Context: an optimization exercise on an open-source flow, tuned for small area and a short achievable clock period. The choices shown serve that exercise and are no tape-out recipe.
Power figures rest on the tool's default switching activity, not on a simulated workload.

R:
==> flow/design.v <==
`timescale 1ns / 1ps
module pcpu(
    input clock,
    input enable,
    input reset,
    input start,
    input [15:0] i_datain,
    input [15:0] d_datain,
    output [7:0] i_addr,
    output [7:0] d_addr,
    output d_we,
    output [15:0] d_dataout
    );
    reg state;
    wire run = (state == 1'b1);
    reg w_halt;
    always @(posedge clock)
        if (reset)
            state <= 1'b0;
        else if (!run)
            state <= enable & start;
        else
            state <= enable & ~w_halt;
    reg [15:0] gr[0:7];
    reg [15:0] wdata;
    reg w_we;
    reg [2:0] w_dst;
    genvar g;
    generate
        for (g = 0; g < 8; g = g + 1) begin : rf
            always @(posedge clock)
                if (reset | (run & w_we & (w_dst == g)))
                    gr[g] <= wdata;
        end
    endgenerate
    reg [7:0] pc;
    reg [4:0] id_op;
    reg [10:0] id_f;
    reg [15:0] mem_c;
    wire taken;
    always @(posedge clock or posedge reset)
        if (reset) begin
            pc <= 8'b0;
            id_op <= 5'b0_0000;
        end else if (run) begin
            pc <= taken ? mem_c[7:0] : pc + 8'd1;
            id_op <= i_datain[15:11];
        end
    wire [4:0] f_op = i_datain[15:11];
    wire f_r1 = (f_op == 5'b1_0000) | (f_op == 5'b1_0011) | (f_op == 5'b0_1001) | (f_op == 5'b0_1011)
              | (f_op == 5'b1_1001) | (f_op[4:3] == 2'b11 && f_op[2:1] != 2'b00);
    wire f_store = (f_op == 5'b0_0011);
    reg [2:0] id_sa, id_sq;
    always @(posedge clock)
        if (run) begin
            id_f <= i_datain[10:0];
            id_sa <= f_r1 ? i_datain[10:8] : i_datain[6:4];
            id_sq <= f_store ? i_datain[10:8] : i_datain[2:0];
        end
    wire [4:0] op = id_op;
    wire [2:0] r1 = id_f[10:8];
    wire [7:0] imm = id_f[7:0];
    wire d_jump  = (op == 5'b1_1000);
    wire d_store = (op == 5'b0_0011);
    wire d_load  = (op == 5'b0_0010);
    wire d_shl   = (op == 5'b0_0100) | (op == 5'b0_0101);
    wire d_shr   = (op == 5'b0_0110) | (op == 5'b0_0111);
    wire d_and   = (op == 5'b0_1101);
    wire d_or    = (op == 5'b0_1110);
    wire d_xor   = (op == 5'b0_1111);
    wire d_subc  = (op == 5'b1_0010);
    wire d_addc  = (op == 5'b1_0001);
    wire d_sub   = (op == 5'b0_1010) | (op == 5'b0_1011) | (op == 5'b0_1100) | (op == 5'b1_0011);
    wire d_r3    = (op == 5'b0_1000) | (op == 5'b1_0001) | (op == 5'b0_1010) | (op == 5'b1_0010)
                 | (op == 5'b0_1100) | (op == 5'b0_1101) | (op == 5'b0_1110) | (op == 5'b0_1111);
    wire d_hi    = (op == 5'b1_0000) | (op == 5'b1_0011);
    wire d_v3    = d_load | d_store | d_shl | d_shr;
    wire d_fl    = d_shl | d_shr | d_and | d_or | d_xor | d_sub | d_subc | d_addc
                 | (op == 5'b0_1000) | (op == 5'b0_1001) | (op == 5'b1_0000);
    wire d_br    = (op[4:3] == 2'b11);
    wire d_halt  = (op == 5'b0_0001);
    wire [2:0] d_kind = d_load ? 3'd3 : d_store ? 3'd4 : d_br ? 3'd5 : d_halt ? 3'd6
                      : (op == 5'b0_1100) ? 3'd2 : d_fl ? 3'd1 : 3'd0;
    reg [15:0] port_a, port_q;
    integer r;
    always @(*) begin
        port_a = 16'b0;
        port_q = 16'b0;
        for (r = 0; r < 8; r = r + 1) begin
            port_a = port_a | (gr[r] & {16{id_sa == r}});
            port_q = port_q | (gr[r] & {16{id_sq == r}});
        end
    end
    wire [15:0] rev_a;
    genvar k;
    generate
        for (k = 0; k < 16; k = k + 1) begin : rv
            assign rev_a[k] = port_a[15 - k];
        end
    endgenerate
    wire [15:0] a_next;
    assign a_next[15:8] = d_shl ? rev_a[15:8] : d_store ? port_q[7:0] : port_a[15:8];
    assign a_next[7:0]  = d_jump ? 8'b0 : d_shl ? rev_a[7:0] : port_a[7:0];
    wire [15:0] b_val;
    assign b_val[3:0]  = d_r3 ? port_q[3:0] : d_hi ? 4'b0 : imm[3:0];
    assign b_val[7:4]  = d_r3 ? port_q[7:4] : (d_hi | d_v3) ? 4'b0 : imm[7:4];
    assign b_val[15:8] = (d_r3 | d_store) ? port_q[15:8] : d_hi ? imm : 8'b0;
    wire d_neg = d_sub | d_subc;
    reg [15:0] ex_a, ex_b;
    reg ex_sg, ex_sp, ex_shl, ex_shr, ex_ca, ex_cb;
    reg [2:0] ex_dst;
    reg [2:0] ex_k;
    always @(posedge clock)
        if (run) begin
            ex_a <= a_next;
            ex_b <= d_neg ? ~b_val : b_val;
            ex_sg <= d_and | d_or;
            ex_sp <= d_xor | d_or;
            ex_shl <= d_shl;
            ex_shr <= d_shr;
            ex_ca <= d_addc | d_subc;
            ex_cb <= d_neg;
            ex_dst <= d_br ? op[2:0] : r1;
        end
    always @(posedge clock or posedge reset)
        if (reset) begin
            ex_k <= 3'd0;
        end else if (run) begin
            ex_k <= d_kind;
        end
    reg zf, nf, cf;
    wire ex_fl = (ex_k == 3'd1) | (ex_k == 3'd2);
    wire ex_st = (ex_k == 3'd4);
    wire ex_add = ~(ex_sg | ex_sp | ex_shl | ex_shr);
    wire [15:0] ex_g = ex_a & ex_b;
    wire [15:0] ex_p = ex_a ^ ex_b;
    wire cin = ex_ca ? (cf ^ ex_cb) : ex_cb;
    wire [17:0] sum18 = {1'b0, ex_a, 1'b1} + {1'b0, ex_b, cin};
    wire [15:0] sum = sum18[16:1];
    wire cout = sum18[17];
    wire [16:0] sh = {ex_a, cf} >> ex_b[3:0];
    reg [15:0] alu;
    integer j;
    always @(*)
        for (j = 0; j < 16; j = j + 1)
            alu[j] = (ex_add & sum[j])
                   | (ex_sg & ex_g[j])
                   | (ex_sp & ex_p[j])
                   | (ex_shl & sh[16 - j])
                   | (ex_shr & sh[j + 1]);
    wire cf_next = (ex_add & (cout ^ ex_cb)) | ((ex_shl | ex_shr) & sh[0]);
    reg [7:0] smdr1;
    reg [2:0] m_dst;
    reg dw;
    reg [2:0] m_k;
    always @(posedge clock)
        if (run) begin
            mem_c[7:0] <= alu[7:0];
            mem_c[15:8] <= ex_st ? ex_b[15:8] : alu[15:8];
            smdr1 <= ex_a[15:8];
            m_dst <= ex_dst;
        end
    always @(posedge clock or posedge reset)
        if (reset) begin
            cf <= 1'b0;
            dw <= 1'b0;
            m_k <= 3'd0;
        end else if (run) begin
            if (ex_fl)
                cf <= cf_next;
            dw <= ex_st;
            m_k <= ex_k;
        end
    wire m_fl = (m_k == 3'd1) | (m_k == 3'd2);
    wire m_we = (m_k == 3'd1) | (m_k == 3'd3);
    wire m_ld = (m_k == 3'd3);
    wire m_br = (m_k == 3'd5);
    wire m_halt = (m_k == 3'd6);
    wire flag = m_dst[2] ? (m_dst[1] ? cf : nf) : zf;
    assign taken = m_br & ((m_dst[2:1] == 2'b00) | (flag ^ m_dst[0]));
    assign i_addr = pc;
    assign d_addr = mem_c[7:0];
    assign d_we = dw;
    assign d_dataout = {mem_c[15:8], smdr1};
    always @(posedge clock or posedge reset)
        if (reset) begin
            zf <= 1'b0;
            nf <= 1'b0;
            wdata <= 16'b0;
            w_halt <= 1'b0;
            w_we <= 1'b0;
        end else if (run) begin
            if (m_fl) begin
                zf <= (mem_c == 16'b0);
                nf <= mem_c[15];
            end
            wdata <= m_ld ? d_datain : mem_c;
            w_halt <= m_halt;
            w_we <= m_we;
        end
    always @(posedge clock)
        if (run)
            w_dst <= m_dst;
endmodule
export LEC_CHECK = 0
export ABC_AREA = 1
export CAP_MARGIN = 0
export CORE_MARGIN = 2
export CORE_UTILIZATION = 40
export CTS_CLUSTER_DIAMETER = 100
export CTS_CLUSTER_SIZE = 20
export SETUP_SLACK_MARGIN = 2.8
export SLEW_MARGIN = 0
create_clock -name core_clock -period 5.0 [get_ports {clock}]
standard.sh (not shown) runs the stock make flow with config.mk's settings and CLKGATE_MAP_FILE= SYNTH_SCRIPT=/design/flow/synth_recipe.tcl, a recipe that flattens the netlist after the stock synthesis.
==> flow/flow/run.sh <==
#!/bin/bash
# The standard layout, with the port buffers made of buf_2 cells instead of the
# resizer's default pick; each tool's output is in flow.log here.
set -euo pipefail
bash standard.sh BUFFER_PORTS_ARGS="-buffer_cell sky130_fd_sc_hd__buf_2" finish > flow.log 2>&1
Changes in T relative to R:
--- a/flow/design.v
+++ b/flow/design.v
@@ -154,11 +154,16 @@
     reg dw;
     reg [2:0] m_k;
     always @(posedge clock)
-        if (run) begin
+        if (run)
+            m_dst <= ex_dst;
+    always @(posedge clock or posedge reset)
+        if (reset) begin
+            mem_c <= 16'b0;
+            smdr1 <= 8'b0;
+        end else if (run) begin
             mem_c[7:0] <= alu[7:0];
             mem_c[15:8] <= ex_st ? ex_b[15:8] : alu[15:8];
             smdr1 <= ex_a[15:8];
-            m_dst <= ex_dst;
         end
     always @(posedge clock or posedge reset)
         if (reset) begin
### Flow results
- Summary: with R as the reference, final routed wirelength across all metal layers in T moved up by more than 10%.
- The more densely filled core belongs to T, not R.
- There was hardly any difference in clock slew at the register clock pins of the worst setup and hold paths between R and T.
- Combinational power: T and R compared, higher one is T
- Lower logic gate share of total power goes to R over T.
No functional check of the RTL was part of any run of this note.

-- static timing again, ports no longer ideal --
The results above use ideal ports. As a check the final layouts listed here were re-extracted and re-timed, cells and wires unchanged. Step 1: set_driving_cell puts a clkbuf_16 on clock and a buf_2 on each other input, an assumption about the parent block. Step 2 also shifts input and output timing later by t, the mid clock arrival at the registers, as if the neighbouring blocks saw the same clock. Slacks: no drivers / after step 1 / after step 2; pairs: no drivers / after step 1.
run	shift t [ns]	setup WS [ns]	worst data-port slew with drivers (ns)
R	0.563	2.739 / 2.687 / 2.581	0.04
T	0.571	2.778 / 2.751 / 2.559	0.04
After both steps setup and hold are still met in every run listed. For T, which loses most, drivers alone change the setup slack by -0.027 ns; drivers and shift together by -0.219 ns.
